From an optimization exercise on the open Yosys and OpenROAD flow, aimed at small area, a short achievable clock period and few clock cycles; shortcuts taken in it are not production practice.
Where RTL was checked, it was by simulation tests only, not by an equivalence proof against the original.

==> inputs of branch amber <==
Design US_CSC, start of the top module:
module US_CSC (
   input  logic            Clock,
   input  logic            Resetn,
   output logic            SRAM_we_n,
   output logic   [17:0]   SRAM_address,
   input  logic   [15:0]   SRAM_read_data,
   output logic   [15:0]   SRAM_write_data,
   input  logic            US_CSC_enable,
   output logic            US_CSC_complete
);
localparam logic [17:0] U_BASE = 18'd38402, V_BASE = 18'd57602, RGB_BASE = 18'd146944;
localparam logic [15:0] LAST_FR = 16'd19199;
logic        run;           
logic [3:0]  ph;            
logic [15:0] fr;            
logic [6:0]  col;           
logic [17:0] waddr;         
logic [7:0]  sr [0:12];
logic [7:0]  ys;            
logic [7:0]  yp, up, vp;    
logic [7:0]  ufr;           
logic [7:0]  bufb, bufg;    
logic [8:0]  sA, sB, sC;    
logic e0, o0, e79, o78, o79;
logic [7:0] ta, tb, tc, td, te, tf;
logic na, nb, nd, ne, nf;
assign na = ~(e0 | o0);
assign nb = ~e0;
assign nd = ~o79;
assign ne = ~(e79 | o79);
assign nf = ~(e79 | o78 | o79);
always_comb begin
   for (int k = 0; k < 8; k++) begin
      ta[k] = (na & sr[0][k]) | (e0 & sr[4][k]) | (o0 & sr[2][k]);
      tb[k] = (nb & sr[2][k]) | (e0 & sr[4][k]);
      tc[k] = sr[4][k];
      td[k] = (nd & sr[6][k]) | (o79 & sr[4][k]);
  ...
export LEC_CHECK = 0
export CAP_MARGIN = 20
export CORE_MARGIN = 2
export CORE_UTILIZATION = 40
export SLEW_MARGIN = 20
create_clock -name core_clock -period 13.5 [get_ports {Clock}]
standard.sh (not shown) runs the stock make flow with config.mk's settings and CLKGATE_MAP_FILE= SYNTH_SCRIPT=/design/flow/synth_recipe.tcl, a recipe that flattens the netlist after the stock synthesis.
==> flow/flow/run.sh <==
#!/bin/bash
# Standard ORFS layout at the design's clock period and constraints; repair_timing
# is asked to keep 9 ns of setup slack, so it works on every path over 4.5 ns.
bash standard.sh SETUP_SLACK_MARGIN=9 finish > standard_run.log 2>&1
==> inputs of branch pepper, as changes to branch amber <==
==> flow/flow/run.sh (replaced) <==
#!/bin/bash
# Standard ORFS layout at the design's clock period and constraints; repair_timing
# is asked to keep 9 ns of setup slack, so it works on every path over 4.5 ns.
bash standard.sh SETUP_SLACK_MARGIN=9 CORE_UTILIZATION=60 finish > standard_run.log 2>&1
==> flow_summary.json <==
{
  "hold_slack_ns": 0.4166,
  "syn_to_final_growth_pct": 19.09,
  "outcome": "timing/DRC/antenna clean",
  "fin_worst_skew_ns": 0.01792,
  "rr_endpoint": "SRAM_write_data[5]$_DFF_P_",
  "clkLatencyLatePin_ns": 0.59,
  "worstHoldPathCells": 0,
  "drt_iter0_drc": 861,
  "cpPeakStageDelay_ns": 0.52,
  "path_clk_slew_ns": 0.07,
  "dp_hpwl_um": 39980
}
The numbers above come from branch amber.

==> flow_summary.json <==
{
  "outcome": "timing/DRC/antenna clean",
  "die_area_mm2": 0.03649,
  "syn_to_final_growth_pct": 17.49,
  "fin_worst_skew_ns": 0.01348,
  "dp_hpwl_um": 39440,
  "post_cts_resized": 104,
  "clkLatencyLatePin_ns": 0.56,
  "worstPathMaxFanout": 6,
  "worstHoldPathCells": 2,
  "largest_reg_flops": 104,
  "crit_slowest_cell": "fa_2",
  "critical_path_class": "flip-flop to flip-flop",
  "rr_endpoint": "SRAM_write_data[2]$_DFF_P_",
  "path_clk_slew_ns": 0.06,
  "drt_iter0_drc": 909
}
The numbers above come from branch pepper.

Function was not checked in any run of this note: the RTL went through the layout flow alone.

* * *

==> inputs of fjord <==
Another version of the RTL of US_CSC (not shown whole).
Settings: LEC_CHECK=0, CAP_MARGIN=20, CORE_MARGIN=2, CORE_UTILIZATION=40, SLEW_MARGIN=20; clock period 13.5 ns.
==> flow/flow/run.sh <==
#!/bin/bash
# Standard ORFS layout at the design's clock period and constraints; repair_timing
# is asked to keep extra setup slack so it works on the longest paths.
bash standard.sh SETUP_SLACK_MARGIN=9 CORE_UTILIZATION=70 finish > standard_run.log 2>&1
==> lagoon (differences from fjord) <==
==> flow/flow/run.sh (replaced) <==
#!/bin/bash
# Standard ORFS layout at the design's clock period and constraints; repair_timing
# is asked to keep extra setup slack so it works on the longest paths.
bash standard.sh SETUP_SLACK_MARGIN=8.8 CORE_UTILIZATION=60 CTS_BUF_LIST=sky130_fd_sc_hd__clkbuf_8 finish > standard_run.log 2>&1
==> comparison <==
- Against lagoon, the core utilization of fjord is higher by 12 points.
- Of fjord and lagoon, fjord has the higher critical path depth (gap 1).
- Of lagoon and fjord, lagoon has the higher maximum frequency (gap about 2.5%, measured against fjord).
- Clock skew: lagoon is lower than fjord (0.013 ns).
- Against lagoon, the count of clock-buffer cells in the layout of fjord is lower by 21.
- Synthesized area is the same in lagoon and fjord.
- Sequential cell count is the same in fjord and lagoon.
- Between lagoon and fjord, the lower setup slack is in fjord (gap 0.12 ns).
==> figures <==
metric	lagoon	fjord
Std cell rows	67	62
Fin crit share	0.348	0.357
Signal buf overhead	0.0437	0.0437
Final Wtd Congestion	0.951	0.922
Standard cell core area	0.0337 sq mm	0.0289 sq mm
FF+latch area	0.00727 sq mm	0.00728 sq mm
Met3 capacity usage during global routing	0.0614	0.0463
Width of the die	190 um	176 um
Detailed-routed wire length on met2	21700 um	23200 um
Number of buffers and inverters on the critical path	3	5
Vias/cell	5.44	5.82
Global-route wire length before repair	78700 um	78400 um
Run status	timing/DRC/antenna clean	timing/DRC/antenna clean
Total die area	0.0360 sq mm	0.0309 sq mm
Later-pin clock latency in the skew report	0.62 ns	0.58 ns
Final wirelength	49100 um	49800 um
Met3 Routed Length	3260 um	3830 um
Initial antenna violation count	1	0
Logic depth of the worst register-to-register path	17	18
Testbench counts of fjord, summed over its fixed seeds: cycles 1,536,168.
Testbench counts of lagoon, summed over its fixed seeds: cycles 1,536,168.

[separate check: timing with driven ports]
The flow's constraints put no driver on any port. The routed layouts listed below were extracted and timed again, unchanged, in two steps. Step 1 sets driving cells, clkbuf_16 on the clock port and buf_2 on the other inputs (assumed; they add their load-dependent delay and slew). Step 2, shift: input delay + t, output delay - t, t = (earliest + latest rising clock arrival at the registers) / 2. This alone moves slack from input paths to output paths. Slacks: no drivers / after step 1 / after step 2; pairs: no drivers / after step 1.
| run | shift t [ns] | setup WS [ns] | worst setup path at the end |
|---|---|---|---|
| branch amber | 0.631 | 8.603 / 8.603 / 8.603 | register to register |
| branch pepper | 0.601 | 8.642 / 8.642 / 8.642 | register to register |
| fjord | 0.615 | 8.680 / 8.680 / 8.680 | register to register |
| lagoon | 0.665 | 8.798 / 8.798 / 8.798 | register to register |
After both steps every run listed still meets setup and hold.
